This design comes from an exercise in tuning for small area, a short achievable clock period and few clock cycles on the open sky130 flow, not from production work.
Where RTL was checked, it was by simulation tests only, not by an equivalence proof against the original.

==> v19: inputs <==
// csi_top
module csi_top (
	input  logic        clk,
	input  logic        rst_n,
	input  logic        start,
	output logic [17:0] sram_addr,
	output logic [15:0] sram_wdata,
	output logic        sram_we_n,
	input  logic [15:0] sram_rdata,
	output logic        done
);
Settings: LEC_CHECK=0, CAP_MARGIN=20, CORE_MARGIN=2, CORE_UTILIZATION=40, PLACE_DENSITY=0.6, SLEW_MARGIN=20, SYNTH_HIERARCHICAL=1, SYNTH_MINIMUM_KEEP_SIZE=0; clock period 17.0 ns.
standard.sh (not shown) runs the stock make flow with config.mk's settings and CLKGATE_MAP_FILE= SYNTH_SCRIPT=/design/flow/synth_recipe.tcl, a recipe that flattens the netlist after the stock synthesis.
==> flow/flow/run.sh <==
#!/bin/bash
# Standard ORFS layout with buf_2 port buffers and timing repair aimed at a
# 4.3 ns path delay (the constraints stay the design's: 17 ns clock).
set -euo pipefail
bash standard.sh "BUFFER_PORTS_ARGS=-buffer_cell sky130_fd_sc_hd__buf_2" SETUP_SLACK_MARGIN=12.7 finish > flow.log 2>&1
==> v5: changes against v19 <==
--- a/flow/design.v
+++ b/flow/design.v
@@ -24,32 +24,32 @@
 	input  logic [15:0] sram_rdata,
 	output logic        done
 );
 localparam logic [17:0] U_BASE   = 18'd38400;
 localparam logic [17:0] V_BASE   = 18'd57600;
 localparam logic [17:0] RGB_BASE = 18'd146944;
-localparam logic [15:0] C_END    = 16'd38406;
+localparam logic [15:0] C_END    = 16'd38405;
 logic        run;
 logic        we;        
 logic [4:0]  ph;        
 logic [15:0] c;         
 logic [7:0]  col;       
 logic [17:0] wc;        
-wire wact = (|c[15:3]) | (c[2] & c[1]);    
-logic [7:0]  uh, ul, vh, vl;
+wire wact = (|c[15:3]) | (c[2] & (c[1] | c[0]));    
+logic [7:0]  ul, vh, vl;
 logic [7:0]  L [0:10];
-wire [7:0] ins  = ph[0] ? (c[0] ? vl : vh) : (c[0] ? ul : uh);
+wire [7:0] ins  = ph[0] ? (c[0] ? ul : sram_rdata[15:8]) : (c[0] ? vh : vl);
 logic      head, t157, t158, t159;    
+wire       hmod = (ph[0] & head) | (ph[4] & t159);    
 wire [7:0] tp1 = t159 ? L[6] : L[4];
 wire [7:0] tp2 = t159 ? L[6] : (t158 ? L[4] : L[2]);
 wire [7:0] tp3 = t159 ? L[6] : (t158 ? L[4] : (t157 ? L[2] : L[0]));
 logic [8:0] ia, ib, ic;
 wire [7:0] tm1 = L[8];
 wire [7:0] tm2 = L[10];
 wire [7:0] tp0 = L[6];
-logic [8:0] uo, vo;
 wire  [16:0] it_s, it_c;
 wire it_n1 = ~ia[0];
 wire it_n2, it_n3;
 csi_ha u_it_n2 (.a(ia[1]), .b(ia[3]), .s(it_n2), .co(it_n3));
 wire it_n4, it_n5;
 csi_ha u_it_n4 (.a(ia[0]), .b(~ia[5]), .s(it_n4), .co(it_n5));
@@ -187,16 +187,14 @@
 csi_fa u_it_n136 (.a(it_n80), .b(it_n106), .c(it_n105), .s(it_n136), .co(it_n137));
 wire it_n138, it_n139;
 csi_fa u_it_n138 (.a(ia[7]), .b(it_n108), .c(it_n107), .s(it_n138), .co(it_n139));
 wire it_n140 = ~ia[8];
 assign it_s = {it_n140, it_n138, it_n136, it_n134, it_n132, it_n130, it_n128, it_n126, it_n124, it_n122, it_n120, it_n118, it_n116, it_n114, it_n112, it_n110, ic[0]};
 assign it_c = {it_n139, it_n137, it_n135, it_n133, it_n131, it_n129, it_n127, it_n125, it_n123, it_n121, it_n119, it_n117, it_n115, it_n113, it_n111, ~ia[0], it_n109};
-wire [8:0]  it_lo = {1'b0, it_s[7:0]} + {1'b0, it_c[7:0]};
-logic [8:0] i_hs, i_hc;
-logic       i_cy;
-wire [8:0]  ires = i_hs + i_hc + {8'd0, i_cy};
+wire [16:0] isum = it_s + it_c;
+wire [8:0]  ires = isum[16:8];
 function automatic logic [8:0] ex(input logic [7:0] s);    
 	ex = {s[7], ~s[7], s[6:0]};
 endfunction
 logic [7:0] ycur, ylo;         
 logic [8:0] xcur;              
 logic       selb;              
@@ -684,13 +682,13 @@
 			wc <= wc + 18'd1;
 	end
 end
 assign sram_we_n = ~we;
 always_ff @(posedge clk) begin
 	if (ph[0])
-		sram_addr <= {2'b00, c - 16'd5};
+		sram_addr <= {2'b00, c - 16'd4};
 	else if (ph[2])
 		sram_addr <= (c[0] ? U_BASE : V_BASE) + {3'b000, c[15:1]};
 	else
 		sram_addr <= wc;
 	sram_wdata[15:8] <= ph[1] ? rb : (ph[3] ? bbuf : gg);
 	sram_wdata[7:0]  <= ph[1] ? gg : rb;
@@ -704,38 +702,32 @@
 	end else if (ph[1]) begin
 		ycur <= ylo;
 	end
 	if (ph[0] & c[0])
 		{vh, vl} <= sram_rdata;
 	if (ph[0] & ~c[0])
-		{uh, ul} <= sram_rdata;
-	if (run & (ph[0] | ph[2])) begin
+		ul <= sram_rdata[7:0];
+	if (run & (ph[0] | ph[4])) begin
 		L[0] <= ins;
 		for (int i = 1; i <= 10; i++)
 			L[i] <= L[i-1];
-		if (head) begin
+		if (hmod) begin
 			L[8]  <= L[5];
 			L[10] <= L[5];
 		end
 	end
 end
 always_ff @(posedge clk) begin
-	xcur <= ph[4] ? ex(L[7]) : (ph[0] ? ex(L[6]) : (ph[1] ? vo : uo));
+	xcur <= (ph[4] | ph[0]) ? ex(L[5]) : ires;
 	selb <= ph[0] | ph[2];
-	gnu  <= ~(ph[4] ? ex(L[6]) : uo);
-	gnv  <= ~(ph[4] ? ex(L[7]) : vo);
+	gnu  <= ~(ph[4] ? ex(L[4]) : ires);
+	if (ph[4] | ph[1])
+		gnv <= ~(ph[4] ? ex(L[5]) : ires);
 	ia <= {1'b0, tp0} + {1'b0, tp1};
 	ib <= {1'b0, tm1} + {1'b0, tp2};
 	ic <= {1'b0, tm2} + {1'b0, tp3};
-	i_hs <= it_s[16:8];
-	i_hc <= it_c[16:8];
-	i_cy <= it_lo[8];
-	if (ph[4])
-		vo <= ires;
-	if (ph[0])
-		uo <= ires;
 	rb_hs <= rbt_s[26:16];
 	rb_hc <= rbt_c[26:16];
 	rb_cy <= rb_lo[16];
 	g_hs  <= gt_s[26:16];
 	g_hc  <= gt_c[26:16];
 	g_cy  <= g_lo[16];
Settings changed: CORE_UTILIZATION 40 to 65, CTS_CLUSTER_DIAMETER set to 100, CTS_CLUSTER_SIZE set to 30, PLACE_DENSITY 0.6 to 0.75.
==> v20: changes against v19 <==
--- a/flow/design.v
+++ b/flow/design.v
@@ -187,16 +187,14 @@
 csi_fa u_it_n136 (.a(it_n80), .b(it_n106), .c(it_n105), .s(it_n136), .co(it_n137));
 wire it_n138, it_n139;
 csi_fa u_it_n138 (.a(ia[7]), .b(it_n108), .c(it_n107), .s(it_n138), .co(it_n139));
 wire it_n140 = ~ia[8];
 assign it_s = {it_n140, it_n138, it_n136, it_n134, it_n132, it_n130, it_n128, it_n126, it_n124, it_n122, it_n120, it_n118, it_n116, it_n114, it_n112, it_n110, ic[0]};
 assign it_c = {it_n139, it_n137, it_n135, it_n133, it_n131, it_n129, it_n127, it_n125, it_n123, it_n121, it_n119, it_n117, it_n115, it_n113, it_n111, ~ia[0], it_n109};
-wire [8:0]  it_lo = {1'b0, it_s[7:0]} + {1'b0, it_c[7:0]};
-logic [8:0] i_hs, i_hc;
-logic       i_cy;
-wire [8:0]  ires = i_hs + i_hc + {8'd0, i_cy};
+wire [16:0] isum = it_s + it_c;
+wire [8:0]  ires = isum[16:8];
 function automatic logic [8:0] ex(input logic [7:0] s);    
 	ex = {s[7], ~s[7], s[6:0]};
 endfunction
 logic [7:0] ycur, ylo;         
 logic [8:0] xcur;              
 logic       selb;              
@@ -723,18 +721,15 @@
 	selb <= ph[0] | ph[2];
 	gnu  <= ~(ph[4] ? ex(L[6]) : uo);
 	gnv  <= ~(ph[4] ? ex(L[7]) : vo);
 	ia <= {1'b0, tp0} + {1'b0, tp1};
 	ib <= {1'b0, tm1} + {1'b0, tp2};
 	ic <= {1'b0, tm2} + {1'b0, tp3};
-	i_hs <= it_s[16:8];
-	i_hc <= it_c[16:8];
-	i_cy <= it_lo[8];
-	if (ph[4])
+	if (ph[3])
 		vo <= ires;
-	if (ph[0])
+	if (ph[4])
 		uo <= ires;
 	rb_hs <= rbt_s[26:16];
 	rb_hc <= rbt_c[26:16];
 	rb_cy <= rb_lo[16];
 	g_hs  <= gt_s[26:16];
 	g_hc  <= gt_c[26:16];
==> qor summary <==
                                                                           v5             v19             v20
Run status                                                     finished clean  finished clean  finished clean
Met3 wire length                                                      3.03 mm         2.12 mm         2.04 mm
Number of clock buffers in the layout                                      20              57              55
Share of synthesized registers carrying an async set or reset          0.935%          0.820%          0.865%
Area taken by flip-flops and latches                                 7910 µm²        8990 µm²        8610 µm²
ClkCell Share                                                           2.24%           5.53%           5.59%
Flop2flop setup slack                                                12.58 ns        12.90 ns        12.78 ns
Vias in the first global route                                          13000           13500           13200
Ratio of cells with drive above 1 in the final layout                   10.4%           10.5%           11.6%
Layout Utilization                                                      70.2%           45.0%           45.3%
Cell count after synthesis                                               1649            1719            1679
Testbench counts of v5, summed over its fixed seeds: cycles 2,304,324.
Testbench counts of v20, summed over its fixed seeds: cycles 2,304,384.
Function not checked in v19: the RTL went through the layout flow alone.

-- static timing again, ports no longer ideal --
No port has a modelled driver above. Below, the same layouts with a new extraction and two added sets of constraints.
Step 1: set_driving_cell puts a clkbuf_16 on clk and a buf_2 on each other input, an assumption about the parent block.
Step 2, shift: input delay + t, output delay - t, t = (earliest + latest rising clock arrival at the registers) / 2. This alone moves slack from input paths to output paths.
Slacks: ideal / step 1 / step 2; pairs: ideal / step 1.
| run | shift t [ns] | setup slack, ns | hold slack, ns |
|---|---|---|---|
| v19 | 0.581 | 12.551 / 12.501 / 12.897 | 0.419 / 0.419 / 0.419 |
| v5 | 0.559 | 12.555 / 12.504 / 12.578 | 0.418 / 0.418 / 0.418 |
| v20 | 0.599 | 12.529 / 12.477 / 12.775 | 0.414 / 0.414 / 0.414 |
After both steps setup and hold are still met in every run listed.
